Context: an optimization exercise on an open-source flow, tuned for small area. The choices shown serve that exercise and are no tape-out recipe. Only simulation tests tie the RTL to the original design; equivalence was not proved. No activity file was given, so power comes from the tool's default toggle rates.

File: design/flow/design.v
`timescale 1ns / 1ps
module cpu8(
	input clk,
	input rst,                  
	output [7:0] imem_addr,     
	input [15:0] imem_data,     
	output [7:0] dmem_addr,
	output [7:0] dmem_wdata,
	output dmem_we,
	input [7:0] dmem_rdata,     
	input [7:0] dip,            
	output [7:0] result         
	);
wire [15:0] i = imem_data;
wire       msb = i[15];
wire [3:0] a1  = i[14:11];
wire [4:0] lo  = i[10:6];       
wire [2:0] in1 = i[5:3];
wire [2:0] in2 = i[2:0];
wire [2:0] ls  = i[10:8];
wire [7:0] imm = i[7:0];
wire a1_0 = (a1 == 4'd0);
wire a1_6 = (a1 == 4'd6);
wire a1_8 = (a1 == 4'd8);
wire a1_9 = (a1 == 4'd9);
wire ldsel = a1_6 | (a1 == 4'd7) | a1_9;
wire isLoad  = msb & ldsel;
wire isStore = msb & a1_8;
wire isJump  = msb & ~a1[3] & ~(a1[2] & a1[1]);
wire [31:0] lod = 32'd1 << lo;
wire [31:0] opd = a1_0 ? lod : 32'd0;
wire op_196  = a1_6 & lod[4];
wire sel_sum = opd[1] | opd[3] | opd[15] | opd[16];
wire sel_p   = opd[4] | opd[5] | opd[8] | opd[18];
wire sel_g   = opd[2] | opd[4];
wire sel_b   = opd[6];
wire sel_d1  = opd[20] | op_196;
wire sel_sh  = opd[9] | opd[10] | opd[11] | opd[12] | opd[13] | opd[14];
wire op_shr  = opd[9] | opd[10];
wire op_shl  = opd[11] | opd[12];
wire op_rot  = opd[13] | opd[14];
wire known   = opd[0] | sel_sum | sel_p | sel_g | sel_b | sel_d1 | sel_sh;
wire sel_3   = ~known;
wire rw = ldsel | (opd[1] | opd[2] | opd[3] | opd[4] | opd[5] | opd[6] | opd[8]
                   | sel_sh | opd[15] | opd[16] | opd[20]);
reg [7:0] r [0:7];
wire [2:0] rbad = a1[3] ? ls : in2;
wire [7:0] d1 = r[in1];
wire [7:0] rb = r[rbad];
wire use_b = ~lo[3] & (~lo[4] | lo[2]);
wire inv_b = (lo[4] & ~lo[1]) | (lo[0] & lo[1] & ~lo[2]) | (lo[3] & ~lo[0]);
wire cin   = lo[1] | lo[2];
wire [7:0] b = ({8{use_b}} & rb) ^ {8{inv_b}};
wire [7:0] p = d1 ^ b;
wire [7:0] g = d1 & b;
wire [8:0] sum = {1'b0, d1} + {1'b0, b} + {8'd0, cin};
wire [2:0] n = in2;
wire right = op_shr | opd[14];
wire [2:0] k = right ? (3'd0 - n) : n;
wire [7:0] s1 = k[0] ? {d1[6:0], d1[7]}   : d1;
wire [7:0] s2 = k[1] ? {s1[5:0], s1[7:6]} : s1;
wire [7:0] rot = k[2] ? {s2[3:0], s2[7:4]} : s2;
wire [7:0] th = 8'hff << n;                  
wire [7:0] thr = {th[0], th[1], th[2], th[3], th[4], th[5], th[6], th[7]};
wire [7:0] mask = ~({8{op_shl}} & ~th) & ~({8{op_shr}} & ~thr);
wire [7:0] shres = rot & mask;
wire [7:0] res = ({8{sel_sum}} & sum[7:0]) | ({8{sel_p}} & p) | ({8{sel_g}} & g)
               | ({8{sel_b}} & rb) | ({8{sel_d1}} & d1) | ({8{sel_sh}} & shres)
               | {6'd0, sel_3, sel_3};
assign result = res;
reg fz, fc, fs, fo;
wire nz = (n != 3'd0);
wire setzs = sel_sum | opd[2] | opd[4] | opd[5] | sel_sh | opd[20];
wire [7:0] zsrc = opd[20] ? sum[7:0] : res;
wire zn = (zsrc == 8'd0);
wire sn = zsrc[7];
reg cn, on;
always @(*) begin
	cn = fc; on = fo;
	if (opd[1] | opd[15]) begin cn = sum[8];  on = sum[8]; end
	if (opd[16])          begin cn = ~sum[8]; on = ~sum[8]; end
	if (opd[3] | opd[20]) begin on = fc; end
	if (opd[2] | opd[4] | opd[5]) begin cn = 1'b0; on = 1'b0; end
	if (op_shr)           begin cn = nz & rot[7]; on = res[7] ^ d1[7]; end
	if (op_shl)           begin cn = nz & rot[0]; on = res[7] ^ d1[7]; end
	if (op_rot)           begin cn = res[7]; on = d1[7]; end
end
always @(posedge clk) begin
	if (rst) begin
		fz <= 1'b0; fc <= 1'b0; fs <= 1'b0; fo <= 1'b0;
	end else begin
		if (setzs) begin fz <= zn; fs <= sn; end
		fc <= cn; fo <= on;
	end
end
wire [2:0] wa = isLoad ? ls : in1;
wire [7:0] wd = isLoad ? (a1_6 ? imm : a1_9 ? dip : dmem_rdata) : res;
always @(posedge clk) begin
	if (rst) begin
		r[0] <= 8'd4; r[1] <= 8'd9; r[2] <= 8'd11; r[3] <= 8'd3;
		r[4] <= 8'd3; r[5] <= 8'd5; r[6] <= 8'd6; r[7] <= 8'd7;
	end else if (rw) begin
		r[wa] <= wd;
	end
end
reg [7:0] pc;
reg take;
always @(*) begin
	case (a1[2:0])
	3'd0: take = fz;
	3'd1: take = fc;
	3'd2: take = ~fc & ~fz;
	3'd3: take = fs ^ fo;
	3'd4: take = ~(fs ^ fo) & ~fz;
	default: take = 1'b1;
	endcase
end
always @(posedge clk) begin
	if (rst)                 pc <= 8'd0;
	else if (isJump & take)  pc <= imm;
	else                     pc <= pc + 8'd1;
end
assign imem_addr = pc;
assign dmem_addr = imm;
assign dmem_wdata = rb;
assign dmem_we = isStore;
endmodule
File: design/flow/run.sh
#!/bin/bash
# synth_recipe.tcl (not shown) runs the flow's synth.tcl, then flattens the netlist and writes it again
# the make line also repeats each setting of config.mk as NAME=value (left out here)
make -C /OpenROAD-flow-scripts/flow DESIGN_CONFIG=/design/flow/config.mk WORK_HOME=/design/flow/orfs CLKGATE_MAP_FILE= SYNTH_SCRIPT=/design/flow/synth_recipe.tcl finish
File: design/flow/config.mk
export PLATFORM = sky130hd
export DESIGN_NAME = cpu8
export DESIGN_NICKNAME = cpu8
export VERILOG_FILES = /design/flow/design.v
export SDC_FILE = /design/flow/constraint.sdc
export NUM_CORES = 4
export LEC_CHECK = 0
export ABC_AREA = 1
export CAP_MARGIN = 20
export CORE_MARGIN = 2
export CORE_UTILIZATION = 40
export GPL_TIMING_DRIVEN = 0
export SLEW_MARGIN = 20
File: design/flow/constraint.sdc
create_clock -name core_clock -period 7.0 [get_ports {clk}]
set_input_delay 1.4000 -clock core_clock [delete_from_list [all_inputs] [get_ports {clk}]]
set_output_delay 1.4000 -clock core_clock [all_outputs]
set_load 0.01 [all_outputs]
==> flow_summary.ini, run 1 <==
[power_and_ir_drop]
power.density_nw_per_um2 = 190
p_leak_nw = 3.61
vdd_drop_max_v = 0.000162
power_w = 0.00153

[worst_setup_path]
worstPathMaxFanout = 10
timing.rr.start = r[1][0]$_SDFFCE_PN1P_
cp-end-kind = output port
worstPathArrival_ps = 5430
worstSetupEndpoint = result[7]
worst_r2r_endpoint = r[3][4]$_SDFFCE_PN0P_
ff2ff_setup_slack_ps = 2970
r2r_cells = 20
worstSetupPathType = input pin to output port
worstSetupStartpoint = imem_data[8]
start_kind = input pin
required_ps = 5600

[die]
fp.dieH_um = 133
dieArea_sq_um = 17700
rows = 47
start_util_pct = 40.6
die_width_um = 133
ios = 67
core-area_sq_um = 16400

[finish]
nets = 1129
nFillCells = 1646
drive_gt1_share_pct = 12.8
diodes = 0
syn_to_final_growth_pct = 20.7
final-instance-count-excl-fill = 1305
utilization_pct = 49.0

[sta]
min_period_ps = 6830
fmax_mhz = 146
holdWs_ps = 500
slew_viol_final = 0
worst_pin_slew_ps = 1220
setup_viol = 0
clock_skew_ps = 3.58
setup_ws_ps = 173
hold_viol = 0
max_slew_margin_pct = 18.3
period_share_pct = 97.5

[cts]
clk_path_buf_depth = 2
cts_tree = built
htreeDepth = 3
clk_latency_ps = 340
cts-root-buf = clkbuf_16
clk_pin_slew_worst_paths_ps = 60
cts.hold.buffers_added = 0
clock-sinks = 76
cts_buffers = 9

[place]
port_buffers = 63
routabilityCongestion = 0.961
hpwlAfterDp_um = 18300
placed_cells = 1277
dp_slack_ps = -410

[synth]
synth_common_cells = 270 x nand2_1, 151 x nand3_1, 124 x nor2_1
synth_cells = 994
synth_top_cell_area_share_pct = 28.8
synth_top_family_by_area = simple AND/OR/NAND/NOR gates
synth.distinct_cells = 48
yosysMostFrequentCell = nand2_1
synth_top_flop_cell = edfxtp_1
yosys-top-cells-area = edfxtp_1 29%, nand2_1 15%, nand3_1 11%, nor2_1 7.0%, inv_1 5.6%
ys_seq_area_share_pct = 32.4
syn_area_per_cell_sq_um = 6.70
async_flop_share_pct = 0
synth_xor_area_share_pct = 2.63
syn-cell-area_sq_um = 6660
synth_mux_area_share_pct = 0
synth_edf_count = 64
synth_adder_area_share_pct = 3.04
synth_simple_gate_area_share_pct = 41.7
synth_compound_area_share_pct = 9.63
ys_seq_elements = 76
yosysTopAreaCell = edfxtp_1
synth.net_count = 1043
ys_warn_count = 1

[route]
drtIter0Drc = 724
drc_errors = 0
via_per_inst = 5.42
dr_total_vias = 7079
first_pass_iters = 5
final_antenna_net_count = 0
wl_um = 24000
wl_per_cell_um = 18.4

[worst_hold_path]
hp-class = flop to flop

[grt]
antenna_found_initial = 0
grt_max_degree = 14
grt_pass1_wl_um = 36600
gr-total-overflow = 0
gr-usage-all-layers_pct = 27.2
met2_usage_pct = 42.9
grt_use_met1_pct = 37.9
grtUsageMet3_pct = 3.60
grt_pass1_vias = 6406
top_usage_layer = met2

[flow_run]
maxCapViolCount = 0

[status]
status = complete, no violations
## final cells by class
cell class,instances,area (sq um),area share [%]
tap,220,275,3.42
sequential,76,2160,26.9
multi-input combinational,756,3830,47.6
buffer,37,239,2.97
timing repair buffer,75,717,8.91
clock inverter,6,110,1.37
clock buffer,10,229,2.85
inverter,125,483,6.00
## worst max-delay path, stage by stage
cell and delay (ps):
clkdlybuf4s50_1 480, buf_4 180, inv_2 100, nand2_1 80
nand2_2 100, buf_4 210, nand2_1 70, nand2_1 60
nand2_1 60, nand3_1 170, and2_1 240, nand2_1 80
xor2_1 240, inv_1 80, ha_1 320, nand4_1 110
o211ai_1 150, a21oi_1 260, or2_1 150, nand2_1 50
nor2_1 110, nor2_2 60, nand2_2 100, clkdlybuf4s50_1 540
## power by group
group | internal [W] | switching [W] | total [W] | leakage [nW]
clock | 0.000349 | 0.000192 | 0.000540 | 0.161
combinational | 0.000170 | 0.000288 | 0.000458 | 2.72
sequential | 0.000514 | 0.0000153 | 0.000530 | 0.733
total | 0.00103 | 0.000495 | 0.00153 | 3.61
## timing repair
action / in CTS / in global routing
hold endpoints to repair: 0 / 0
pin swaps: 1 / 4
buffers inserted: 3 / 8
endpoints found under the setup margin: 6 / 7
resized for setup: 11 / 14
## state kept, by name, summed over array words and instances (netlist names)
name  cells
fs        1
r        64
pc        8
fc        1
fz        1
fo        1
## worst min path at each step
stage	from	end	slack (ps)	cells after the start
2_1_floorplan	fz$_SDFFE_PP0P_	fz$_SDFFE_PP0P_	460	2
3_3_place_gp	fz$_SDFFE_PP0P_	fz$_SDFFE_PP0P_	490	2
3_5_place_dp	pc[0]$_SDFF_PP0_	pc[0]$_SDFF_PP0_	490	1
4_1_cts	fz$_SDFFE_PP0P_	fz$_SDFFE_PP0P_	510	2
5_1_grt	fz$_SDFFE_PP0P_	fz$_SDFFE_PP0P_	520	2
6_report	fz$_SDFFE_PP0P_	fz$_SDFFE_PP0P_	500	2
## cell usage in the layout (no fill, tap or decap), drive strengths merged, types with 13 or more instances in the layout
| cell | netlist | final |
|---|---|---|
| edfxtp | 64 | 64 |
| nand3 | 158 | 158 |
| a21oi | 31 | 31 |
| xnor2 | 13 | 13 |
| nand2 | 284 | 284 |
| o21ai | 49 | 49 |
| inv | 124 | 124 |
| clkdlybuf4s50 | 0 | 59 |
| nand4 | 13 | 13 |
| nor2 | 144 | 144 |
| clkbuf | 6 | 16 |
| ha | 13 | 13 |
| buf | 31 | 44 |
## layer usage
| metal | up-vias | wire, um |
|---|---|---|
| li1 | 3425 | - |
| met1 | 3334 | 10700 |
| met2 | 281 | 10800 |
| met3 | 39 | 1710 |
| met4 | 0 | 771 |
| met5 | - | 0 |
## kinds of logic after synthesis
logic type      after synthesis
flops                        76
simple gates                613
xor+xnor                     20
compound gates              108
buf+inv                     162
fa+ha+maj                    15
## per-stage QoR
| step | setup TNS [ps] | cell area (sq um) |
|---|---|---|
| 6_report | 0 | 8040 |
| 3_3_place_gp | -1430 | 7570 |
| 4_1_cts | 0 | 7950 |
| 3_5_place_dp | -1340 | 7570 |
| 5_1_grt | -5.72 | 8040 |
| 2_1_floorplan | 0 | 6660 |
==> run 2, diff against run 1 <==
==> design/flow/flow/run.sh (new file) <==
#!/bin/bash
# Standard ORFS layout with two changes: an area-oriented ABC mapping
# script (flow/abc.script) and minimum-size port buffers.
set -uo pipefail
rm -rf scripts_mod
cp -r "$FLOW_HOME/scripts" scripts_mod
cp flow/abc.script scripts_mod/abc_area.script
bash standard.sh SCRIPTS_DIR="$PWD/scripts_mod" ABC_AREA=1 \
  "BUFFER_PORTS_ARGS=-buffer_cell sky130_fd_sc_hd__buf_1" finish > standard.log 2>&1
==> design/flow/flow/abc.script (new file) <==
strash
dch
amap
topo
stime -c
upsize -c
dnsize -c
==> design/flow/standard.sh (new file) <==
#!/bin/bash
# synth_recipe.tcl (not shown) runs the flow's synth.tcl, then flattens the netlist and writes it again
# the make line also repeats each setting of config.mk as NAME=value (left out here)
make -C /OpenROAD-flow-scripts/flow DESIGN_CONFIG=/design/flow/config.mk WORK_HOME=/design/flow/orfs CLKGATE_MAP_FILE= SYNTH_SCRIPT=/design/flow/synth_recipe.tcl "${@:-finish}"
removed: design/flow/run.sh
==> run 2 against run 1 <==
Compared with the run above:
- still clean on timing, DRC and antenna
- global-route usage grew 0.70 points
- maximum frequency up 0.25%
- combinational power shrank about 20%
- first-iteration DRC count increased by 9.4%
- synthesized area is 17% lower
- critical endpoint is now result[4]
- largest power group is now sequential cells
==> flow_summary.ini, run 2 <==
[synth]
yosysTopAreaCell = edfxtp_1
synth_top_cell_area_share_pct = 34.7
synth_cells = 665
synth.distinct_cells = 51
yosys-top-cells-area = edfxtp_1 35%, o22ai_1 8.2%, nor2_1 7.5%, a22oi_1 5.3%, nand2_1 5.1%
syn-cell-area_sq_um = 5540
syn_area_per_cell_sq_um = 8.33
ys_seq_elements = 76
ys_warn_count = 1
synth.net_count = 714
synth_top_flop_cell = edfxtp_1
synth_edf_count = 64
yosysMostFrequentCell = nor2_1
async_flop_share_pct = 0
synth_common_cells = 111 x nor2_1, 75 x nand2_1, 73 x clkinv_1, 73 x o22ai_1, 64 x edfxtp_1
ys_seq_area_share_pct = 39.0

[route]
drtIter0Drc = 792
final_antenna_net_count = 0
wl_um = 20500
wl_per_cell_um = 21.9
drc_errors = 0
dr_total_vias = 5998
first_pass_iters = 6
via_per_inst = 6.41

[finish]
nFillCells = 1362
syn_to_final_growth_pct = 19.5
multi_input_area_sq_um = 3130
nets = 800
mostFrequentLayoutCells = 110 x nor2_1, 75 x nand2_1, 71 x clkinv_1, 69 x o22ai_1, 64 x edfxtp_1
seq_area_sq_um = 2160
largest_reg_flops = 64
reg_top3 = r x64, pc x8
utilization_pct = 48.3
final_common_cell = nor2_1
top_register = r
drive_gt1_share_pct = 10.2
diodes = 0

[sta]
min_period_ps = 6810
setup_viol = 0
hold_viol = 0
slew_viol_final = 0
fmax_mhz = 147
max_slew_margin_pct = 12.5
clock_skew_ps = 8.01
worst_pin_slew_ps = 1300
period_share_pct = 97.3
setup_ws_ps = 190

[place]
hpwlAfterDp_um = 14700
port_buffers = 66
dp_slack_ps = -1720
routabilityCongestion = 0.957

[worst_setup_path]
slowest_stage = a2111oi_1
cp-end-kind = output port
worstSetupPathType = input pin to output port
start_kind = input pin
worstPathArrival_ps = 5410
critPathMaxStageDelay_ps = 540
worstPathMaxFanout = 16
crit_chain = buf_4 -> inv_4 -> o22ai_4 -> buf_12 -> buf_12 -> a22oi_2 -> o22ai_1 -> o22ai_2 -> nor2_2 -> nand2_1 -> o21ai_2 -> inv_2 -> fa_2 -> fa_1 -> o21ai_0 -> a21oi_1 -> nor2_1 -> a21oi_1 -> a2111oi_1 -> o211ai_1 -> buf_1
required_ps = 5600

[die]
dieArea_sq_um = 14800
core-area_sq_um = 13700
rows = 43
die_width_um = 122
start_util_pct = 40.4
ios = 67
fp.dieH_um = 122

[cts]
clk_pin_slew_worst_paths_ps = 60
clock-sinks = 76
cts-root-buf = clkbuf_16
cts.hold.buffers_added = 0
htreeDepth = 3
cts_tree = built
clk_latency_ps = 340
clk_path_buf_depth = 2
cts_buffers = 9

[grt]
gr-usage-all-layers_pct = 27.9
grt_pass1_vias = 5505
grt_pass1_wl_um = 31100
gr-total-overflow = 0
grt_max_degree = 36
antenna_found_initial = 0

[power_and_ir_drop]
vdd_drop_max_v = 0.000131
p_leak_nw = 2.13
power.density_nw_per_um2 = 210

[flow_run]
maxCapViolCount = 0

[status]
status = complete, no violations

[worst_hold_path]
hp-class = flop to flop
[run 2: cell types whose count changed after synthesis, sizes merged, moves of 13 or more]
cell,delta
o21ai,-13
nor2,-32
nand2,-209
a221oi,+17
nor3,+16
buf,-23
clkinv,+72
a22oi,+38
o22ai,+74
xnor2,-13
nand3,-152
inv,-117
[run 2: worst max-delay path: cells and delay by family]
family	cells	cell delay (ps)
compound gates	10	1910
fa+ha+maj	2	880
buf+inv	6	850
simple gates	3	370
[run 2: cell type report]
class | count | share of cell area [%]
Clock inverter | 7 | 1.38
Inverter | 81 | 5.42
Timing Repair Buffer | 74 | 5.52
Sequential cell | 76 | 32.7
Tap cell | 180 | 3.40
Clock buffer | 9 | 3.40
Multi-Input combinational cell | 501 | 47.3
Buffer | 8 | 0.907
[run 2: kinds of logic after synthesis]
group	Yosys count	share of synthesized area [%]
AO/OA/AOI/OAI	253	32.5
buffers and inverters	89	7.09
XOR/XNOR	1	0.158
adder cells (fa/ha/maj)	15	3.66
flip-flops	76	39.0
AND/OR/NAND/NOR	231	17.6
[run 2: routing by layer]
metal	routed length, um	GRT usage [%]	vias to the layer above
li1	-	-	2756
met5	0	0	-
met1	8310	36.3	2863
met3	1790	6.18	53
met2	9550	43.9	326
met4	894	14.1	0
[run 2: what timing repair did]
action / 4_1_cts / 5_1_grt
hold endpoints to repair: 0 / 0
gates resized for setup: 36 / 22
setup buffers: 4 / 2
pin swaps: 3 / 5
cloned: 1 / 0
endpoints found under the setup margin: 68 / 4
[run 2: worst paths after layout]
check	from	endpoint	slack [ps]	cells after the start
hold reg to reg	fs$_SDFFE_PP0P_	fs$_SDFFE_PP0P_	520	1
setup / recovery	imem_data[8]	result[4]	190	21
hold / removal	fs$_SDFFE_PP0P_	fs$_SDFFE_PP0P_	520	1
setup reg to reg	r[2][0]$_SDFFCE_PN1P_	r[2][4]$_SDFFCE_PN0P_	1980	17
[run 2: through the flow]
step                hold slack (ps)  power [W]  setup TNS [ps]  instances  cell area (sq um)
floorplan                       488   0.000746               0        665               5540
global placement                504   0.000852          -72660        911               6010
detailed placement              505   0.000860          -58080        913               6050
CTS                             519    0.00137               0        934               6530
global route                    558    0.00145           -65.3        936               6620
finish                          520    0.00139               0        936               6620
[run 2: power by group]
part	internal, W	switching [W]
Sequential	0.000513	0.0000149
Clock	0.000310	0.000185
Combinational	0.000124	0.000244
Total	0.000947	0.000443
==> run 3, diff against run 2 <==
==> design/flow/flow/abc.script (replaced) <==
&get -n
&st
&dch
&nf -R 1000
&put
buffer -c
topo
stime -c
upsize -c
dnsize -c
--- a/design/flow/config.mk
+++ b/design/flow/config.mk
@@ -11,2 +11,3 @@
 export CORE_UTILIZATION = 40
+export CTS_BUF_LIST = sky130_fd_sc_hd__clkbuf_8
 export GPL_TIMING_DRIVEN = 0
==> run 3 against run 2 <==
Compared with the run above:
- largest power group unchanged
- first-iteration DRC count increased by 4.9%
- critical path type unchanged
- sequential cell count stayed put
- clock power decreased by 21%
- critical endpoint is now result[7]
==> flow_summary.ini, run 3 <==
[status]
status = complete, no violations

[die]
ios = 67
dieArea_sq_um = 15600
start_util_pct = 40.6
die_width_um = 125
fp.dieH_um = 125
rows = 44
core-area_sq_um = 14400

[finish]
reg_top3 = r x64, pc x8
largest_reg_flops = 64
top_register = r
syn_to_final_growth_pct = 14.7
mostFrequentLayoutCells = 155 x nor2_1, 64 x edfxtp_1, 56 x buf_1, 53 x o21ai_0, 52 x a21oi_1
final_common_cell = nor2_1
diodes = 0
nets = 798
drive_gt1_share_pct = 12.7

[worst_setup_path]
timing.rr.start = r[4][0]$_SDFFCE_PN1P_
start_kind = input pin
worstPathMaxFanout = 10
worstSetupPathType = input pin to output port
crit_chain = buf_2 -> clkbuf_8 -> mux2i_4 -> clkbuf_4 -> o21ai_0 -> o22ai_2 -> nor2_1 -> xor2_1 -> ha_1 -> a21oi_1 -> o21ai_1 -> a21o_1 -> a21o_1 -> a21oi_1 -> nor2_1 -> nor2_1 -> xnor2_1 -> a211oi_4 -> inv_1 -> buf_1
required_ps = 5600
slowest_stage = ha_1
worstPathArrival_ps = 5410
cp-end-kind = output port
worstSetupStartpoint = imem_data[14]
cpMostUsedCell = nor2_1
critPathMaxStageDelay_ps = 390

[cts]
htreeDepth = 3
clk_path_buf_depth = 2
clk_pin_slew_worst_paths_ps = 80
cts-root-buf = clkbuf_8
clk_latency_ps = 370
cts_buffers = 9
clock-sinks = 76
cts_tree = built

[sta]
min_period_ps = 6810
setup_ws_ps = 185
holdWs_ps = 502
clock_skew_ps = 15.2
worst_pin_slew_ps = 1120
slew_viol_final = 0
setup_viol = 0
max_slew_margin_pct = 24.9
hold_viol = 0
fmax_mhz = 147
period_share_pct = 97.4

[synth]
synth.distinct_cells = 52
yosys-top-cells-area = edfxtp_1 33%, nor2_1 10%, mux4_2 6.2%, o21ai_0 5.1%, a21oi_1 4.6%
ys_seq_elements = 76
synth_common_cells = 156 x nor2_1, 64 x edfxtp_1, 59 x o21ai_0
ys_warn_count = 1
synth_top_flop_cell = edfxtp_1
ys_seq_area_share_pct = 37.1
async_flop_share_pct = 0
synth.net_count = 725
synth_edf_count = 64
syn-cell-area_sq_um = 5830
syn_area_per_cell_sq_um = 8.62
synth_top_cell_area_share_pct = 33.0
yosysTopAreaCell = edfxtp_1
yosysMostFrequentCell = nor2_1
synth_cells = 676

[grt]
grt_pass1_vias = 5393
grt_max_degree = 16
grt_use_met1_pct = 33.0
gr-total-overflow = 0
grt_pass1_wl_um = 29300
top_usage_layer = met2
gr-usage-all-layers_pct = 24.1
antenna_found_initial = 0
grtUsageMet3_pct = 3.14
met2_usage_pct = 39.2

[worst_hold_path]
hp-start = fc$_SDFFE_PP0P_
hp-class = flop to flop

[power_and_ir_drop]
vdd_drop_max_v = 0.000138
p_leak_nw = 2.45
power.density_nw_per_um2 = 193

[place]
port_buffers = 60
hpwlAfterDp_um = 14500
routabilityCongestion = 0.946
dp_slack_ps = -982

[route]
drc_errors = 0
final_antenna_net_count = 0
via_per_inst = 6.02
first_pass_iters = 8
drtIter0Drc = 831
dr_total_vias = 5646
wl_per_cell_um = 20.4
wl_um = 19100

[flow_run]
maxCapViolCount = 0
[run 3: final timing paths]
path / endpoint / slack [ps] / cells after the start
setup / recovery: result[7] / 190 / 20
hold / removal: fc$_SDFFE_PP0P_ / 500 / 2
setup reg to reg: r[0][2]$_SDFFCE_PN1P_ / 2500 / 15
hold reg to reg: fc$_SDFFE_PP0P_ / 500 / 2
[run 3: power by group]
part / internal [W] / total (W) / switching (W)
registers: 0.000510 / 0.000524 / 0.0000132
clock network: 0.000207 / 0.000392 / 0.000185
logic: 0.000138 / 0.000375 / 0.000236
[run 3: cell families after synthesis]
group / share of synthesized area (%)
AOI/OAI and AO/OA: 18.2
xor gates and xnor gates: 3.46
adders and majority gates: 3.48
buffers and inverters: 4.98
DFF: 37.1
muxes: 11.7
and+or+nand+nor: 21.1
[run 3: metrics by stage]
stage,cells,power [W],instance area [sq um],setup TNS [ps],utilization [%]
after floorplan,676,0.000776,5830,0,-
after global placement,920,0.000869,6280,-15090,43.7
after detailed placement,920,0.000878,6280,-16490,43.7
after CTS,936,0.00127,6600,0,46.0
after global routing,938,0.00135,6690,-4.39,46.5
final,938,0.00129,6690,0,46.5
[run 3: repair_timing]
item                                    4_1_cts  5_1_grt
hold buffers                                  0        0
gates resized for setup                      36       33
pin swaps                                     0        3
buffers inserted                              0        2
hold endpoints to repair                      0        0
endpoints found under the setup margin       16        7
[run 3: cell type report]
type	count	area [sq um]
buffer	41	255
clock buffer	9	124
clock inverter	7	105
fill	1401	7680
inverter	25	96.3
multi-input combinational	534	3470
sequential	76	2160
tap	184	230
timing repair buffer	62	245
[run 3: per-layer routing]
| layer | wire (um) | share of wire [%] |
|---|---|---|
| met5 | 0 | 0 |
| met4 | 443 | 2.3 |
| met3 | 1250 | 6.6 |
| met2 | 9200 | 48 |
| met1 | 8200 | 43 |
[run 3: critical path: cells and delay by family]
kind / cells / cell delay [ps]
buf+inv: 5 / 1000
xor+xnor: 2 / 310
simple gates: 3 / 280
compound gates: 8 / 1660
mux: 1 / 360
fa+ha+maj: 1 / 390
==> run 4, diff against run 3 <==
--- a/design/flow/config.mk
+++ b/design/flow/config.mk
@@ -11,3 +11,2 @@
 export CORE_UTILIZATION = 40
-export CTS_BUF_LIST = sky130_fd_sc_hd__clkbuf_8
 export GPL_TIMING_DRIVEN = 0
==> run 4 against run 3 <==
Compared with the run above:
- maximum frequency up 0.19%
- final cell count unchanged
- sequential share of layout area down 0.48 points
- register-to-register slack got worse by 120 ps
- highest routed layer unchanged
- utilization up 0.71 points
- worst hold slack worse by 5.5 ps
- synthesized cell count unchanged
- largest cell class unchanged
- power increased by 9.6%
- die area did not move
- global-route usage grew 0.29 points
==> flow_summary.ini, run 4 <==
[worst_setup_path]
worstPathMaxFanout = 10
required_ps = 5600
crit_chain = buf_2 -> clkbuf_8 -> nor2_2 -> a21o_4 -> buf_4 -> o21ai_0 -> o22ai_2 -> o22ai_4 -> nor2_1 -> xor2_1 -> inv_1 -> fa_2 -> fa_1 -> o21ai_2 -> xor2_1 -> a222oi_1 -> o21ai_0 -> a21oi_1 -> o21ai_2 -> buf_1
start_kind = input pin
worstSetupPathType = input pin to output port
critPathMaxStageDelay_ps = 480
slowest_stage = fa_1
worstPathArrival_ps = 5400
cp-end-kind = output port

[power_and_ir_drop]
pwr-share-comb_pct = 26.4
clkPwrFrac_pct = 36.5
vdd_drop_max_v = 0.000156
p_seq_share_pct = 37.1
p_leak_nw = 2.50
p_int_w = 0.000967
power.density_nw_per_um2 = 208
p_sw_w = 0.000447
power_switching_share_pct = 31.6
power_w = 0.00141

[sta]
hold_viol = 0
clock_skew_ps = 10.1
max_slew_margin_pct = 29.3
setup_viol = 0
slew_viol_final = 0
worst_pin_slew_ps = 1050
min_period_ps = 6800
period_share_pct = 97.2
fmax_mhz = 147

[grt]
grt_pass1_wl_um = 29500
gr-usage-all-layers_pct = 24.4
grt_pass1_vias = 5395
antenna_found_initial = 0
gr-total-overflow = 0
grt_max_degree = 16

[route]
drtIter0Drc = 775
dr_total_vias = 5653
first_pass_iters = 5
final_antenna_net_count = 0
via_per_inst = 6.03
wl_per_cell_um = 20.4
wl_um = 19200
drc_errors = 0

[synth]
synth_edf_count = 64
ys_seq_elements = 76
yosys-top-cells-area = edfxtp_1 33%, nor2_1 10%, mux4_2 6.2%, o21ai_0 5.1%, a21oi_1 4.6%
yosysTopAreaCell = edfxtp_1
synth_compound_area_share_pct = 18.2
synth.net_count = 725
yosysMostFrequentCell = nor2_1
synth_cells = 676
ys_seq_area_share_pct = 37.1
syn_area_per_cell_sq_um = 8.62
synth_mux_area_share_pct = 11.7
synth_top_cell_area_share_pct = 33.0
synth_adder_area_share_pct = 3.48
synth_common_cells = 156 x nor2_1, 64 x edfxtp_1, 59 x o21ai_0
synth_top_family_by_area = simple AND/OR/NAND/NOR gates
ys_warn_count = 1
synth_top_flop_cell = edfxtp_1
synth_simple_gate_area_share_pct = 21.1
synth.distinct_cells = 52
synth_xor_area_share_pct = 3.46
syn-cell-area_sq_um = 5830
async_flop_share_pct = 0

[finish]
largest_reg_flops = 64
final_common_cell = nor2_1
diodes = 0
syn_to_final_growth_pct = 16.5
fin_area_sq_um = 6790
reg_top3 = r x64, pc x8
drive_gt1_share_pct = 12.7
mostFrequentLayoutCells = 155 x nor2_1, 64 x edfxtp_1, 56 x buf_1, 53 x o21ai_0, 52 x a21oi_1
nets = 798
top_register = r

[die]
die_width_um = 125
dieArea_sq_um = 15600
fp.dieH_um = 125
core-area_sq_um = 14400
ios = 67
rows = 44
start_util_pct = 40.6

[place]
port_buffers = 60
place_area_sq_um = 6280
routabilityCongestion = 0.946
hpwlAfterDp_um = 14500

[cts]
clk_path_buf_depth = 2
clock-sinks = 76
cts_tree = built
cts-root-buf = clkbuf_16
clk_latency_ps = 350
cts_buffers = 9
htreeDepth = 3
clk_pin_slew_worst_paths_ps = 60

[status]
status = complete, no violations

[flow_run]
maxCapViolCount = 0

[worst_hold_path]
hp-class = flop to flop
## run 4: cell counts after synthesis
No cell type changed its count.
## run 4: repair_timing
item	CTS	global route
resized for setup	36	33
endpoints found under the setup margin	16	7
pin swaps	0	3
setup buffers	0	2
hold endpoints to repair	0	0
hold buffers	0	0
## run 4: path summary, 6_finish.rpt
kind / start / endpoint / slack [ps] / depth (start not counted)
max: imem_data[14] / result[4] / 200 / 20
max reg2reg: r[4][0]$_SDFFCE_PN1P_ / r[0][2]$_SDFFCE_PN1P_ / 2380 / 15
min: fc$_SDFFE_PP0P_ / fc$_SDFFE_PP0P_ / 500 / 2
min reg2reg: fc$_SDFFE_PP0P_ / fc$_SDFFE_PP0P_ / 500 / 2
## run 4: cells by family (layout without fill, tap and decap cells)
group,count (synthesis),after routing
DFF,76,76
muxes,46,46
xor gates and xnor gates,23,23
and+or+nand+nor,274,274
AOI/OAI and AO/OA,176,176
buffers and inverters,66,144
adders and majority gates,15,15
## run 4: cell type report
| class | count | area (sq um) |
|---|---|---|
| clock inverters | 7 | 105 |
| fillers | 1383 | 7580 |
| repair buffers | 62 | 245 |
| flip-flops and latches | 76 | 2160 |
| clock buffers | 9 | 225 |
| well taps | 184 | 230 |
| inverters | 25 | 96.3 |
| plain buffers | 41 | 255 |
| multi-input cells | 534 | 3470 |
## run 4: critical path, delay by kind of cell
family	cells	cell delay, ps
buf+inv	5	780
simple gates	2	340
xor+xnor	2	320
fa+ha+maj	2	900
compound gates	9	1630
## run 4: per-layer routing
metal	track usage (%)	wire, um
met4	9.85	533
met5	0	0
met2	39.4	9170
met3	3.39	1430
met1	32.9	8050
## run 4: through the flow
stage,std cells,utilization [%],TNS (ps),worst slack (ps),hold WS (ps)
global placement,920,43.7,-15090,-988,477
floorplan,676,-,0,567,457
CTS,936,46.7,0,20.2,496
detailed placement,920,43.7,-16490,-982,482
finish,938,47.2,0,198,497
global route,938,47.2,-233,-101,553
## run 4: power by group through the flow
stage | Sequential (W) | Clock [W] | Combinational, W
after CTS | 0.000524 | 0.000524 | 0.000354
after floorplan | 0.000530 | 0 | 0.000246
after global placement | 0.000533 | 0 | 0.000337
final | 0.000524 | 0.000516 | 0.000373
after global routing | 0.000527 | 0.000544 | 0.000410
after detailed placement | 0.000533 | 0 | 0.000345
==> run 5, diff against run 4 <==
--- a/design/flow/flow/run.sh
+++ b/design/flow/flow/run.sh
@@ -8,2 +8,2 @@
 bash standard.sh SCRIPTS_DIR="$PWD/scripts_mod" ABC_AREA=1 \
-  "BUFFER_PORTS_ARGS=-buffer_cell sky130_fd_sc_hd__buf_1" finish > standard.log 2>&1
+  "BUFFER_PORTS_ARGS=-buffer_cell sky130_fd_sc_hd__buf_1" "CTS_ARGS=-sink_clustering_enable -repair_clock_nets -buf_list sky130_fd_sc_hd__clkbuf_8 -dont_use_dummy_load" finish > standard.log 2>&1
==> design/flow/flow/abc.script (replaced) <==
strash
dch
amap
topo
stime -c
upsize -c
dnsize -c
==> run 5 against run 4 <==
Compared with the run above:
- combinational power barely moved
- clock-buffer cell count did not move
- sequential power barely moved
- setup slack improved by 8.7 ps
- utilization fell by 0.25 points
- clock power fell by about 50%
- register-to-register slack got worse by 390 ps
- critical path depth did not move
- via count rose by 6.4%
- global-route usage rose by 3.2 points
- first-iteration DRC count rose by 9.9%
- cell area fell by 5.0%
- largest power group unchanged
==> flow_summary.ini, run 5 <==
[finish]
mostFrequentLayoutCells = 110 x nor2_1, 75 x nand2_1, 70 x clkinv_1, 67 x o22ai_1, 64 x edfxtp_1
drive_gt1_share_pct = 9.73
syn_to_final_growth_pct = 16.4
final_common_cell = nor2_1
nFillCells = 1381
final-instance-count-excl-fill = 930
reg_top3 = r x64, pc x8
largest_reg_flops = 64
diodes = 0
nets = 801
top_register = r

[power_and_ir_drop]
pwr-share-comb_pct = 32.0
p_leak_nw = 2.06
p_sw_w = 0.000404
vdd_drop_max_v = 0.000129
clkPwrFrac_pct = 22.4
power_switching_share_pct = 34.9
p_seq_share_pct = 45.6
p_int_w = 0.000753
power.density_nw_per_um2 = 179

[die]
ios = 67
core-area_sq_um = 13700
rows = 43
fp.dieH_um = 122
die_width_um = 122
dieArea_sq_um = 14800
start_util_pct = 40.4

[worst_setup_path]
worstPathArrival_ps = 5390
crit_chain = buf_4 -> inv_4 -> o22ai_4 -> buf_12 -> inv_12 -> a22oi_2 -> o22ai_2 -> o22ai_2 -> nor2_2 -> o21ai_2 -> inv_2 -> fa_2 -> fa_1 -> o21ai_0 -> a21oi_1 -> nor2_1 -> a21oi_1 -> a2111oi_1 -> o211ai_1 -> buf_1
critPathTopFamily = compound AO/OA/AOI/OAI gates
slowest_stage = a2111oi_1
critPathMaxStageDelay_ps = 550
required_ps = 5600
worstPathMaxFanout = 32
cp_num_buf_inv = 6
worstSetupPathType = input pin to output port
cp-end-kind = output port
start_kind = input pin

[synth]
syn_area_per_cell_sq_um = 8.33
ys_seq_area_share_pct = 39.0
ys_warn_count = 1
yosysMostFrequentCell = nor2_1
synth_common_cells = 111 x nor2_1, 75 x nand2_1, 73 x clkinv_1, 73 x o22ai_1, 64 x edfxtp_1
synth_edf_count = 64
yosysTopAreaCell = edfxtp_1
async_flop_share_pct = 0
syn-cell-area_sq_um = 5540
yosys-top-cells-area = edfxtp_1 35%, o22ai_1 8.2%, nor2_1 7.5%, a22oi_1 5.3%, nand2_1 5.1%
synth_top_flop_cell = edfxtp_1
synth.distinct_cells = 51
ys_seq_elements = 76
synth_cells = 665
synth_top_cell_area_share_pct = 34.7
synth.net_count = 714

[sta]
tns_ps = 0
worst_pin_slew_ps = 1310
period_share_pct = 97.0
fmax_mhz = 147
hold_viol = 0
min_period_ps = 6790
slew_viol_final = 0
max_slew_margin_pct = 11.9
clock_skew_ps = 30.5
setup_viol = 0

[grt]
antenna_found_initial = 0
grt_pass1_wl_um = 30800
grt_max_degree = 36
gr-total-overflow = 0
gr-usage-all-layers_pct = 27.6
grt_pass1_vias = 5468

[worst_hold_path]
hp-class = flop to flop

[route]
drc_errors = 0
first_pass_iters = 6
drtIter0Drc = 852
via_per_inst = 6.47
dr_total_vias = 6016
wl_per_cell_um = 22.1
wl_um = 20500
final_antenna_net_count = 0

[place]
hpwlAfterDp_um = 14700
port_buffers = 66
routabilityCongestion = 0.957
placed_cells = 913

[status]
status = complete, no violations

[cts]
clk_latency_ps = 360
cts-root-buf = clkbuf_8
cts_buffers = 9
clk_pin_slew_worst_paths_ps = 80
cts.hold.buffers_added = 0
clk_path_buf_depth = 2
htreeDepth = 3
cts_tree = built
clock-sinks = 76

[flow_run]
maxCapViolCount = 0
==> run 5: cell count changes after synthesis, sizes merged, moves of 32 or more <==
cell	before	now
clkinv	0	73
nor2	157	112
o22ai	15	76
a22oi	6	39
a21oi	53	20
nand2	43	75
==> run 5: metrics by stage <==
step / cell area, sq um / setup WS, ps / hold WS, ps / utilization [%] / total power, W
6_report: 6450 / 207 / 526 / 47.0 / 0.00116
5_1_grt: 6450 / -15.0 / 564 / 47.0 / 0.00121
3_5_place_dp: 6050 / -1720 / 505 / 44.1 / 0.000860
2_1_floorplan: 5540 / 212 / 488 / - / 0.000746
3_3_place_gp: 6010 / -1960 / 504 / 43.8 / 0.000852
4_1_cts: 6310 / -40.5 / 523 / 46.0 / 0.00113
==> run 5: logic make-up after synthesis <==
| group | share of synthesized area [%] |
|---|---|
| compound gates | 32.5 |
| simple gates | 17.6 |
| xor+xnor | 0.158 |
| flops | 39.0 |
| fa+ha+maj | 3.66 |
| buf+inv | 7.09 |
==> run 5: what timing repair did <==
item / 4_1_cts / 5_1_grt
hold endpoints to repair: 0 / 0
setup endpoints to repair: 63 / 4
pin swaps: 2 / 6
gates cloned: 1 / 0
setup buffers: 4 / 3
resized for setup: 32 / 29
==> run 5: worst reg2reg max path: cells and delay by family (launching register included) <==
family                     cells  cell delay (ps)
AOI/OAI and AO/OA             10             2870
adders and majority gates      2              880
DFF                            1              420
buffers and inverters          2              280
and+or+nand+nor                3              270
==> run 5: area by class of cell <==
| class | instances | area (sq um) | area share (%) |
|---|---|---|---|
| Inverter | 81 | 362 | 5.61 |
| Clock buffer | 9 | 124 | 1.92 |
| Multi-Input combinational cell | 501 | 3140 | 48.7 |
| Buffer | 8 | 60.1 | 0.932 |
| Tap cell | 180 | 225 | 3.49 |
| Sequential cell | 76 | 2160 | 33.5 |
| Timing Repair Buffer | 75 | 373 | 5.78 |
==> run 5: worst paths after layout <==
check                                            from                     to  slack [ps]  depth (start not counted)
worst min register to register        fs$_SDFFE_PP0P_        fs$_SDFFE_PP0P_         530                          1
worst max register to register  r[2][0]$_SDFFCE_PN1P_  r[3][4]$_SDFFCE_PN0P_        1990                         17
worst max-delay path                     imem_data[8]              result[4]         210                         20
worst min-delay path                  fs$_SDFFE_PP0P_        fs$_SDFFE_PP0P_         530                          1
==> run 5: metal layers <==
layer	up-vias	routed length [um]	global-route usage, %
met2	336	9690	44.3
met3	41	1830	5.24
met5	-	0	0
li1	2750	-	-
met4	0	729	12.3
met1	2889	8270	36.3
==> run 5: power by group through the flow <==
stage	sequential [W]	clock (W)	combinational [W]
after floorplan	0.000534	0	0.000212
after global placement	0.000535	0	0.000316
after detailed placement	0.000536	0	0.000324
after CTS	0.000526	0.000262	0.000341
after global routing	0.000530	0.000279	0.000400
final	0.000527	0.000259	0.000370
==> run 6, diff against run 5 <==
--- a/design/flow/flow/run.sh
+++ b/design/flow/flow/run.sh
@@ -7,3 +7,3 @@
 cp flow/abc.script scripts_mod/abc_area.script
-bash standard.sh SCRIPTS_DIR="$PWD/scripts_mod" ABC_AREA=1 \
+bash standard.sh SCRIPTS_DIR="$PWD/scripts_mod" ABC_AREA=1 ADDER_MAP_FILE= \
   "BUFFER_PORTS_ARGS=-buffer_cell sky130_fd_sc_hd__buf_1" "CTS_ARGS=-sink_clustering_enable -repair_clock_nets -buf_list sky130_fd_sc_hd__clkbuf_8 -dont_use_dummy_load" finish > standard.log 2>&1
==> design/flow/flow/abc.script (replaced) <==
strash
dch
amap
==> run 6 against run 5 <==
Compared with the run above:
- still clean on timing, DRC and antenna
- maximum frequency rose by 0.90%
- clock-buffer cell count stayed put
- power decreased by 1.3%
- non-clock buffer count is 3 higher
- first-iteration DRC count decreased by 29%
- critical path depth decreased by 2
- register-to-register slack gained 550 ps
- sequential cell count did not move
- final cell count shrank 0.65%
- synthesized area shrank 3.7%
- sequential power is essentially flat
- critical path type unchanged
==> flow_summary.ini, run 6 <==
[status]
status = complete, no violations

[finish]
syn_to_final_growth_pct = 17.9
drive_gt1_share_pct = 9.09
top_register = r
diodes = 0
fin_area_sq_um = 6280
nFillCells = 1340
seq_area_sq_um = 2160
mostFrequentLayoutCells = 138 x nor2_1, 71 x o22ai_1, 64 x edfxtp_1, 61 x nand2_1, 61 x buf_1
multi_input_area_sq_um = 3060
reg_top3 = r x64, pc x8
final_common_cell = nor2_1
largest_reg_flops = 64
nets = 784

[synth]
syn-cell-area_sq_um = 5330
yosys-top-cells-area = edfxtp_1 36%, nor2_1 9.9%, o22ai_1 8.9%, a22oi_1 5.6%, clkinv_1 4.6%
synth_common_cells = 140 x nor2_1, 76 x o22ai_1, 66 x clkinv_1
syn_area_per_cell_sq_um = 8.09
synth_top_cell_area_share_pct = 36.0
async_flop_share_pct = 0
yosysMostFrequentCell = nor2_1
synth.distinct_cells = 42
ys_warn_count = 1
synth_cells = 659
yosysTopAreaCell = edfxtp_1
ys_seq_area_share_pct = 40.5
ys_seq_elements = 76
synth_top_flop_cell = edfxtp_1
synth_edf_count = 64
synth.net_count = 693

[cts]
clk_latency_ps = 370
cts-root-buf = clkbuf_8
clock-sinks = 76
cts_tree = built
cts_buffers = 9
htreeDepth = 3
clk_pin_slew_worst_paths_ps = 60
clk_path_buf_depth = 2

[grt]
antenna_found_initial = 0
gr-total-overflow = 0
gr-usage-all-layers_pct = 28.2
grt_pass1_vias = 5644
grt_pass1_wl_um = 30700
grt_max_degree = 36

[power_and_ir_drop]
power.density_nw_per_um2 = 182
p_leak_nw = 2.01
vdd_drop_max_v = 0.000136

[place]
port_buffers = 66
hpwlAfterDp_um = 14400
routabilityCongestion = 0.942
place_area_sq_um = 5830

[worst_setup_path]
slowest_stage = o22ai_2
worstSetupStartpoint = imem_data[14]
cp-end-kind = output port
start_kind = input pin
worstPathArrival_ps = 5330
critPathMaxStageDelay_ps = 770
worstPathMaxFanout = 16
critPathTopFamily = compound AO/OA/AOI/OAI gates
required_ps = 5600
worstSetupPathType = input pin to output port
cpMostUsedCell = nor2_1
timing.rr.start = r[4][0]$_SDFFCE_PN1P_
crit_chain = buf_4 -> clkinv_4 -> o22ai_2 -> a22oi_1 -> o22ai_1 -> o22ai_1 -> nor2_1 -> nor2_1 -> a21oi_1 -> nor2_1 -> a21oi_1 -> clkinv_1 -> o31ai_2 -> nor2_1 -> a21oi_1 -> clkinv_1 -> o221ai_4 -> buf_1
cp_num_buf_inv = 5

[die]
ios = 67
rows = 42
dieArea_sq_um = 14300
start_util_pct = 40.6
core-area_sq_um = 13100
fp.dieH_um = 119
die_width_um = 119

[worst_hold_path]
hp-class = flop to flop
hp-start = fs$_SDFFE_PP0P_

[sta]
tns_ps = 0
slew_viol_final = 0
worst_pin_slew_ps = 1160
max_slew_margin_pct = 22.8
period_share_pct = 96.2
clock_skew_ps = 20.0
rsz0062_at_grt = yes
hold_viol = 0
min_period_ps = 6730
setup_viol = 0
fmax_mhz = 149

[route]
via_per_inst = 6.52
drc_errors = 0
drtIter0Drc = 601
wl_um = 20400
wl_per_cell_um = 22.1
final_antenna_net_count = 0
first_pass_iters = 5
dr_total_vias = 6022

[flow_run]
maxCapViolCount = 0
run 6: cell families (layout without fill, tap and decap cells):
logic type,after synthesis,count (layout),synth area share (%)
compound gates,267,268,35.2
buf+inv,74,162,5.77
flops,76,76,40.5
simple gates,242,242,18.5
run 6: area by class of cell:
cell class	instances	area share [%]
Sequential cell	76	34.4
Tap cell	176	3.50
Clock buffer	9	1.97
Timing Repair inverter	1	0.139
Timing Repair Buffer	78	5.73
Buffer	8	0.956
Multi-Input combinational cell	510	48.8
Inverter	66	4.54
run 6: where the power goes:
group	total [W]	leakage [nW]	switching, W	internal, W
Clock	0.000265	0.0647	0.000151	0.000115
Sequential	0.000526	0.745	0.0000144	0.000512
Combinational	0.000350	1.20	0.000240	0.000110
run 6: final timing paths:
| kind | slack, ps | endpoint | cells past startpoint |
|---|---|---|---|
| worst max-delay path | 270 | result[7] | 18 |
| worst min-delay path | 480 | fs$_SDFFE_PP0P_ | 2 |
| worst max register to register | 2540 | r[2][6]$_SDFFCE_PN0P_ | 18 |
| worst min register to register | 480 | fs$_SDFFE_PP0P_ | 2 |
run 6: routing by layer:
layer  wire length (um)  global-route usage (%)  vias to the layer above
li1                   -                       -                     2750
met1               8120                    35.7                     2866
met2               9850                    45.8                      348
met3               1820                    6.99                       58
met4                620                    11.8                        0
met5                  0                       0                        -
run 6: tightest hold or removal path, stage by stage (launching register included):
cell and delay [ps]:
dfxtp_1 320, nand2_1 60, a31oi_1 60
run 6: what timing repair did:
item | in CTS | in global routing
hold buffers | 0 | 0
setup buffers | 2 | 8
resized for setup | 39 | 16
pin swaps | 2 | 2
setup endpoints to repair | 69 | 8
cloned | 1 | 1
run 6: per-stage QoR:
| step | total power [W] | instances | util [%] | setup slack, ps | hold WS [ps] |
|---|---|---|---|---|---|
| 2_1_floorplan | 0.000738 | 659 | - | 114 | 445 |
| 3_3_place_gp | 0.000840 | 901 | 44.3 | -2500 | 484 |
| 3_5_place_dp | 0.000847 | 902 | 44.4 | -2260 | 474 |
| 4_1_cts | 0.00112 | 914 | 46.8 | 63.3 | 483 |
| 5_1_grt | 0.00119 | 924 | 47.8 | -10.9 | 524 |
| 6_report | 0.00114 | 924 | 47.8 | 268 | 485 |
==> run 7, diff against run 6 <==
==> design/flow/flow/abc.script (replaced) <==
&get -n
&deepsyn -T 20
&put
dch
amap
--- a/design/flow/config.mk
+++ b/design/flow/config.mk
@@ -12,2 +12,3 @@
 export GPL_TIMING_DRIVEN = 0
+export SETUP_SLACK_MARGIN = 0.1
 export SLEW_MARGIN = 20
==> run 7 against run 6 <==
Compared with the run above:
- utilization is 3.1 points higher
- sequential cell count stayed put
- cell area is 1.9% higher
- clock-buffer cell count stayed put
- synthesized area is 4.0% lower
- final cell count is 0.32% higher
- via count is 5.7% lower
- clock power hardly changed
- still clean
- non-clock buffer count is 24 higher
- routed wire length is 5.1% lower
- largest power group unchanged
- critical endpoint is now result[5]
- power is 3.4% higher
==> flow_summary.ini, run 7 <==
[finish]
largest_reg_flops = 64
top_register = r
multi_input_area_sq_um = 2950
diodes = 0
reg_top3 = r x64, pc x8
mostFrequentLayoutCells = 140 x nor2_1, 64 x edfxtp_1, 63 x clkinv_1, 60 x nand2_1, 56 x buf_1
final_common_cell = nor2_1
syn_to_final_growth_pct = 25.1
utilization_pct = 50.9
drive_gt1_share_pct = 16.6
nFillCells = 1244
seq_area_sq_um = 2160
nets = 791

[status]
status = complete, no violations

[die]
dieArea_sq_um = 13700
start_util_pct = 40.7
core-area_sq_um = 12600
ios = 67
rows = 41
die_width_um = 117
fp.dieH_um = 117

[synth]
async_flop_share_pct = 0
synth_top_cell_area_share_pct = 37.5
yosys-top-cells-area = edfxtp_1 38%, nor2_1 11%, o22ai_1 5.7%, clkinv_1 5.6%, nand2_1 4.8%
synth_edf_count = 64
ys_warn_count = 1
yosysMostFrequentCell = nor2_1
syn_area_per_cell_sq_um = 7.95
ys_seq_elements = 76
synth.net_count = 678
ys_seq_area_share_pct = 42.2
syn-cell-area_sq_um = 5120
synth.distinct_cells = 43
synth_top_flop_cell = edfxtp_1
yosysTopAreaCell = edfxtp_1
synth_common_cells = 149 x nor2_1, 77 x clkinv_1, 65 x nand2_1
synth_cells = 644

[route]
dr_wl_met2_um = 9250
met1_length_um = 7940
dr_wl_met3_um = 1440
via_per_inst = 6.13
final_antenna_net_count = 0
first_pass_iters = 6
wl_per_cell_um = 20.9
drc_errors = 0
dr_total_vias = 5680
top_layer = met4
wl_um = 19400
drtIter0Drc = 708

[sta]
min_period_ps = 6780
setup_viol = 0
clock_skew_ps = 25.8
slew_viol_final = 0
setup_ws_ps = 216
fmax_mhz = 147
worst_pin_slew_ps = 1010
hold_viol = 0
period_share_pct = 96.9
rsz0062_at_grt = no
tns_ps = 0
max_slew_margin_pct = 31.8

[worst_setup_path]
worstPathArrival_ps = 5380
worstPathMaxFanout = 9
start_kind = input pin
worstSetupEndpoint = result[5]
required_ps = 5600
r2r_cells = 30
worstSetupStartpoint = imem_data[9]
cpMostUsedCell = nor2_1
cp-end-kind = output port
critPathMaxStageDelay_ps = 470
crit_chain = buf_6 -> inv_8 -> o32ai_4 -> clkinv_4 -> nand2_8 -> clkinv_2 -> a22o_1 -> a2111oi_0 -> a31oi_1 -> o21ai_2 -> nor2_1 -> a21oi_2 -> clkinv_1 -> nor2_1 -> nor2_1 -> nand2_1 -> o21ai_1 -> nor2_1 -> a211oi_1 -> a2111oi_2 -> clkinv_1 -> buf_1
timing.rr.start = r[3][1]$_SDFFCE_PN1P_
worstSetupPathType = input pin to output port
ff2ff_setup_slack_ps = 1960
worst_r2r_endpoint = r[0][6]$_SDFFCE_PN0P_
slowest_stage = a2111oi_2

[cts]
htreeDepth = 3
clk_pin_slew_worst_paths_ps = 70
cts_buffers = 9
cts-root-buf = clkbuf_8
clk_path_buf_depth = 2
clk_latency_ps = 380
clock-sinks = 76
cts_tree = built

[grt]
grt_pass1_vias = 5217
gr-usage-all-layers_pct = 28.2
grt_pass1_wl_um = 28700
antenna_found_initial = 0
gr-total-overflow = 0
grt_max_degree = 19

[power_and_ir_drop]
power.density_nw_per_um2 = 185
vdd_drop_max_v = 0.000166
p_leak_nw = 2.17
power_w = 0.00118

[place]
routabilityCongestion = 0.919
hpwlAfterDp_um = 14000
dp_slack_ps = -2370
port_buffers = 66

[flow_run]
maxCapViolCount = 0

[worst_hold_path]
hp-class = flop to flop
==> run 7: cell count changes after synthesis, moves of 7 or more <==
| cell | delta |
|---|---|
| a22oi_1 | -38 |
| o22ai_1 | -29 |
| o21ai_0 | +16 |
| or2_0 | +13 |
| clkinv_1 | +11 |
| a31oi_1 | +10 |
| nor2_1 | +9 |
| a21oi_1 | -8 |
| o221ai_1 | +7 |
==> run 7: per-layer routing <==
layer	GRT usage [%]	vias up
met1	36.3	2693
li1	-	2628
met3	5.30	50
met2	47.2	309
met4	11.1	0
met5	0	-
==> run 7: cells by family after synthesis <==
family	Yosys count	synth area share, %
DFF	76	42.2
and+or+nand+nor	275	22.6
xor gates and xnor gates	1	0.171
AOI/OAI and AO/OA	207	28.2
buffers and inverters	85	6.82
==> run 7: layout make-up <==
| cell class | count | share of cell area (%) |
|---|---|---|
| plain buffers | 8 | 0.938 |
| flip-flops and latches | 76 | 33.8 |
| multi-input cells | 483 | 46.1 |
| well taps | 172 | 3.36 |
| clock buffers | 9 | 1.93 |
| inverters | 77 | 5.12 |
| repair buffers | 102 | 8.74 |
==> run 7: stage by stage <==
stage / hold WS, ps / instance area (sq um) / std cells
2_1_floorplan: 474 / 5120 / 644
3_3_place_gp: 470 / 5590 / 882
3_5_place_dp: 481 / 5650 / 886
4_1_cts: 503 / 6160 / 918
5_1_grt: 515 / 6400 / 927
6_report: 498 / 6400 / 927
==> run 7: worst min-delay path by stage <==
stage	startpoint	to	slack, ps	cells past startpoint
3_5_place_dp	pc[0]$_SDFF_PP0_	pc[0]$_SDFF_PP0_	480	1
2_1_floorplan	fo$_SDFFE_PP0P_	fo$_SDFFE_PP0P_	470	2
3_3_place_gp	pc[0]$_SDFF_PP0_	pc[0]$_SDFF_PP0_	470	1
4_1_cts	pc[0]$_SDFF_PP0_	pc[0]$_SDFF_PP0_	500	1
5_1_grt	pc[0]$_SDFF_PP0_	pc[0]$_SDFF_PP0_	510	1
6_report	pc[0]$_SDFF_PP0_	pc[0]$_SDFF_PP0_	500	1
==> run 7: timing repair <==
item / CTS / global route
endpoints found under the hold margin: 0 / 0
hold buffers: 0 / 0
gates resized for setup: 54 / 51
setup endpoints to repair: 76 / 15
buffers inserted: 23 / 8
pin swaps: 7 / 10
==> run 7: worst max-delay path, delay by kind of cell <==
kind            cells  cell delay (ps)
compound gates      9             2230
buf+inv             7             1000
simple gates        6              730
==> run 7: power by group <==
part	leakage [nW]	total, W	internal [W]	switching [W]
logic	1.34	0.000394	0.000138	0.000256
clock network	0.0647	0.000262	0.000115	0.000148
registers	0.767	0.000525	0.000511	0.0000143
==> run 8, diff against run 7 <==
==> design/flow/flow/run.sh (replaced) <==
#!/bin/bash
# Standard ORFS layout with two changes: an area-oriented ABC mapping
# script (flow/abc.script) and minimum-size port buffers.
set -uo pipefail
rm -rf scripts_mod
cp -r "$FLOW_HOME/scripts" scripts_mod
cp flow/abc.script scripts_mod/abc_area.script
bash standard.sh SCRIPTS_DIR="$PWD/scripts_mod" ABC_AREA=1 \
  "BUFFER_PORTS_ARGS=-buffer_cell sky130_fd_sc_hd__buf_1" "CTS_ARGS=-sink_clustering_enable -repair_clock_nets -sink_clustering_size 8 -sink_clustering_max_diameter 40 -buf_list sky130_fd_sc_hd__clkbuf_4 -root_buf sky130_fd_sc_hd__clkbuf_8 -dont_use_dummy_load" finish > standard.log 2>&1
==> design/flow/flow/abc.script (replaced) <==
strash
dch
amap
topo
stime -c
upsize -c
dnsize -c
--- a/design/flow/config.mk
+++ b/design/flow/config.mk
@@ -12,3 +12,2 @@
 export GPL_TIMING_DRIVEN = 0
-export SETUP_SLACK_MARGIN = 0.1
 export SLEW_MARGIN = 20
==> run 8 against run 7 <==
Compared with the run above:
- via count grew 5.9%
- sequential share of layout area shrank 0.23 points
- sequential cell count is the same
- worst hold slack gained 28 ps
- setup slack lost 9.1 ps
- maximum frequency shrank 0.13%
- global-route usage shrank 0.64 points
- register-to-register slack gained 30 ps
- sequential power is essentially flat
- non-clock buffer count shrank 27
- critical path type unchanged
- critical endpoint is now result[4]
- highest routed layer unchanged
==> flow_summary.ini, run 8 <==
[status]
status = complete, no violations

[synth]
yosysTopAreaCell = edfxtp_1
synth_cells = 665
async_flop_share_pct = 0
synth.net_count = 714
yosys-top-cells-area = edfxtp_1 35%, o22ai_1 8.2%, nor2_1 7.5%, a22oi_1 5.3%, nand2_1 5.1%
ys_seq_elements = 76
ys_seq_area_share_pct = 39.0
synth_adder_area_share_pct = 3.66
synth_top_cell_area_share_pct = 34.7
synth.distinct_cells = 51
synth_top_family_by_area = compound AO/OA/AOI/OAI gates
synth_edf_count = 64
synth_compound_area_share_pct = 32.5
ys_warn_count = 1
syn-cell-area_sq_um = 5540
syn_area_per_cell_sq_um = 8.33
synth_common_cells = 111 x nor2_1, 75 x nand2_1, 73 x clkinv_1, 73 x o22ai_1, 64 x edfxtp_1
synth_xor_area_share_pct = 0.158
yosysMostFrequentCell = nor2_1
synth_top_flop_cell = edfxtp_1
synth_mux_area_share_pct = 0
synth_simple_gate_area_share_pct = 17.6

[die]
fp.dieH_um = 122
die_width_um = 122
start_util_pct = 40.4
core-area_sq_um = 13700
dieArea_sq_um = 14800
rows = 43
ios = 67

[worst_setup_path]
start_kind = input pin
timing.rr.start = r[2][0]$_SDFFCE_PN1P_
r2r_cells = 17
worstPathMaxFanout = 32
worstPathArrival_ps = 5390
worst_r2r_endpoint = r[3][4]$_SDFFCE_PN0P_
ff2ff_setup_slack_ps = 1990
worstSetupStartpoint = imem_data[8]
required_ps = 5600
cp-end-kind = output port
worstSetupPathType = input pin to output port

[worst_hold_path]
hp-class = flop to flop
hp-start = fs$_SDFFE_PP0P_
min_to = fs$_SDFFE_PP0P_
min_delay_path_depth = 1

[grt]
grt_max_degree = 36
gr-usage-all-layers_pct = 27.6
gr-total-overflow = 0
antenna_found_initial = 0
grt_pass1_vias = 5468
grt_pass1_wl_um = 30800

[sta]
period_share_pct = 97.0
min_period_ps = 6790
holdWs_ps = 526
slew_viol_final = 0
setup_viol = 0
tns_ps = 0
max_slew_margin_pct = 11.9
fmax_mhz = 147
worst_pin_slew_ps = 1310
hold_viol = 0
clock_skew_ps = 30.5

[cts]
cts.hold.buffers_added = 0
clk_path_buf_depth = 2
cts_buffers = 9
cts_tree = built
cts-root-buf = clkbuf_8
clk_latency_ps = 360
clock-sinks = 76
clk_pin_slew_worst_paths_ps = 80
htreeDepth = 3

[finish]
drive_gt1_share_pct = 9.73
mostFrequentLayoutCells = 110 x nor2_1, 75 x nand2_1, 70 x clkinv_1, 67 x o22ai_1, 64 x edfxtp_1
utilization_pct = 47.0
reg_top3 = r x64, pc x8
nets = 801
syn_to_final_growth_pct = 16.4
diodes = 0
fin_area_sq_um = 6450
final_common_cell = nor2_1
largest_reg_flops = 64
top_register = r

[flow_run]
maxCapViolCount = 0

[place]
hpwlAfterDp_um = 14700
routabilityCongestion = 0.957
place_area_sq_um = 6050
port_buffers = 66

[route]
drc_errors = 0
first_pass_iters = 6
wl_um = 20500
drtIter0Drc = 852
dr_total_vias = 6016
via_per_inst = 6.47
final_antenna_net_count = 0
wl_per_cell_um = 22.1

[power_and_ir_drop]
vdd_drop_max_v = 0.000129
power.density_nw_per_um2 = 179
p_leak_nw = 2.06
## run 8: cell types whose count changed in the layout (fill, tap and decap cells not counted), moves of 10 or more
cell / delta
nor2_1: -30
a31oi_1: -11
nand2_1: +15
or2_0: -10
a221oi_1: +15
buf_4: -25
o22ai_1: +25
ha_1: +13
a22oi_1: +36
## run 8: timing repair
item                       4_1_cts  5_1_grt
gates resized for setup         32       29
setup endpoints to repair       63        4
cloned                           1        0
setup buffers                    4        3
pin swaps                        2        6
## run 8: worst max-delay path, cell delays in order
cell and delay, ps:
buf_4 180, inv_4 100, o22ai_4 180, buf_12 160, inv_12 70, a22oi_2 210, o22ai_2 120, o22ai_2 270
nor2_2 70, o21ai_2 170, inv_2 60, fa_2 410, fa_1 470, o21ai_0 200, a21oi_1 100, nor2_1 120
a21oi_1 80, a2111oi_1 550, o211ai_1 260, buf_1 190
## run 8: cell families (layout without fill, tap and decap cells)
| logic type | after synthesis | count (layout) |
|---|---|---|
| xor gates and xnor gates | 1 | 1 |
| adders and majority gates | 15 | 15 |
| and+or+nand+nor | 231 | 231 |
| buffers and inverters | 89 | 173 |
| AOI/OAI and AO/OA | 253 | 254 |
| DFF | 76 | 76 |
## run 8: worst max-delay path by stage
stage,endpoint,slack (ps)
2_1_floorplan,result[7],210
3_3_place_gp,result[7],-1960
3_5_place_dp,result[7],-1720
4_1_cts,result[7],-40
5_1_grt,result[7],-20
6_report,result[4],210
## run 8: power breakdown
group / switching [W] / total, W / internal [W]
logic: 0.000244 / 0.000370 / 0.000126
registers: 0.0000147 / 0.000527 / 0.000513
clock network: 0.000145 / 0.000259 / 0.000115
## run 8: area by class of cell
class	count	area, sq um
clock buffers	9	124
plain buffers	8	60.1
fillers	1381	7270
well taps	180	225
inverters	81	362
repair buffers	75	373
multi-input cells	501	3140
flip-flops and latches	76	2160
## run 8: per-stage QoR
| stage | total power (W) | std cells | setup slack [ps] |
|---|---|---|---|
| after floorplan | 0.000746 | 665 | 212 |
| after global placement | 0.000852 | 911 | -1960 |
| after detailed placement | 0.000860 | 913 | -1720 |
| after CTS | 0.00113 | 927 | -40.5 |
| after global routing | 0.00121 | 930 | -15.0 |
| final | 0.00116 | 930 | 207 |
## run 8: routing by layer
layer  vias up  GRT usage [%]  part of all wire [%]
met1      2889           36.3                    40
met5         -              0                     0
met3        41           5.24                   8.9
li1       2750              -                     -
met4         0           12.3                   3.6
met2       336           44.3                    47

## static timing again, ports no longer ideal
No port has a modelled driver above. Below, the same layouts with a new extraction and two added sets of constraints.
Step 1: set_driving_cell puts a clkbuf_16 on clk and a buf_2 on each other input, an assumption about the parent block.
Step 2, shift: input delay + t, output delay - t, t = (earliest + latest rising clock arrival at the registers) / 2. This alone moves slack from input paths to output paths.
Three values: ideal, step 1, step 2; two values: the first two.
run	t, ns	setup WS [ns]	worst slew at a driven data input, ns
run 1	0.386	0.173 / 0.132 / 0.132	0.05
run 2	0.372	0.190 / 0.159 / 0.159	0.05
run 3	0.391	0.185 / 0.163 / 0.163	0.05
run 4	0.386	0.198 / 0.178 / 0.178	0.05
run 5	0.378	0.207 / 0.179 / 0.179	0.05
run 6	0.394	0.268 / 0.244 / 0.244	0.03
run 7	0.399	0.216 / 0.178 / 0.105	0.04
run 8	0.378	0.207 / 0.179 / 0.179	0.05
After both steps setup and hold are still met in every run listed. The setup slack of run 7, which loses most, moves by -0.038 ns with the drivers and by -0.111 ns with both steps.
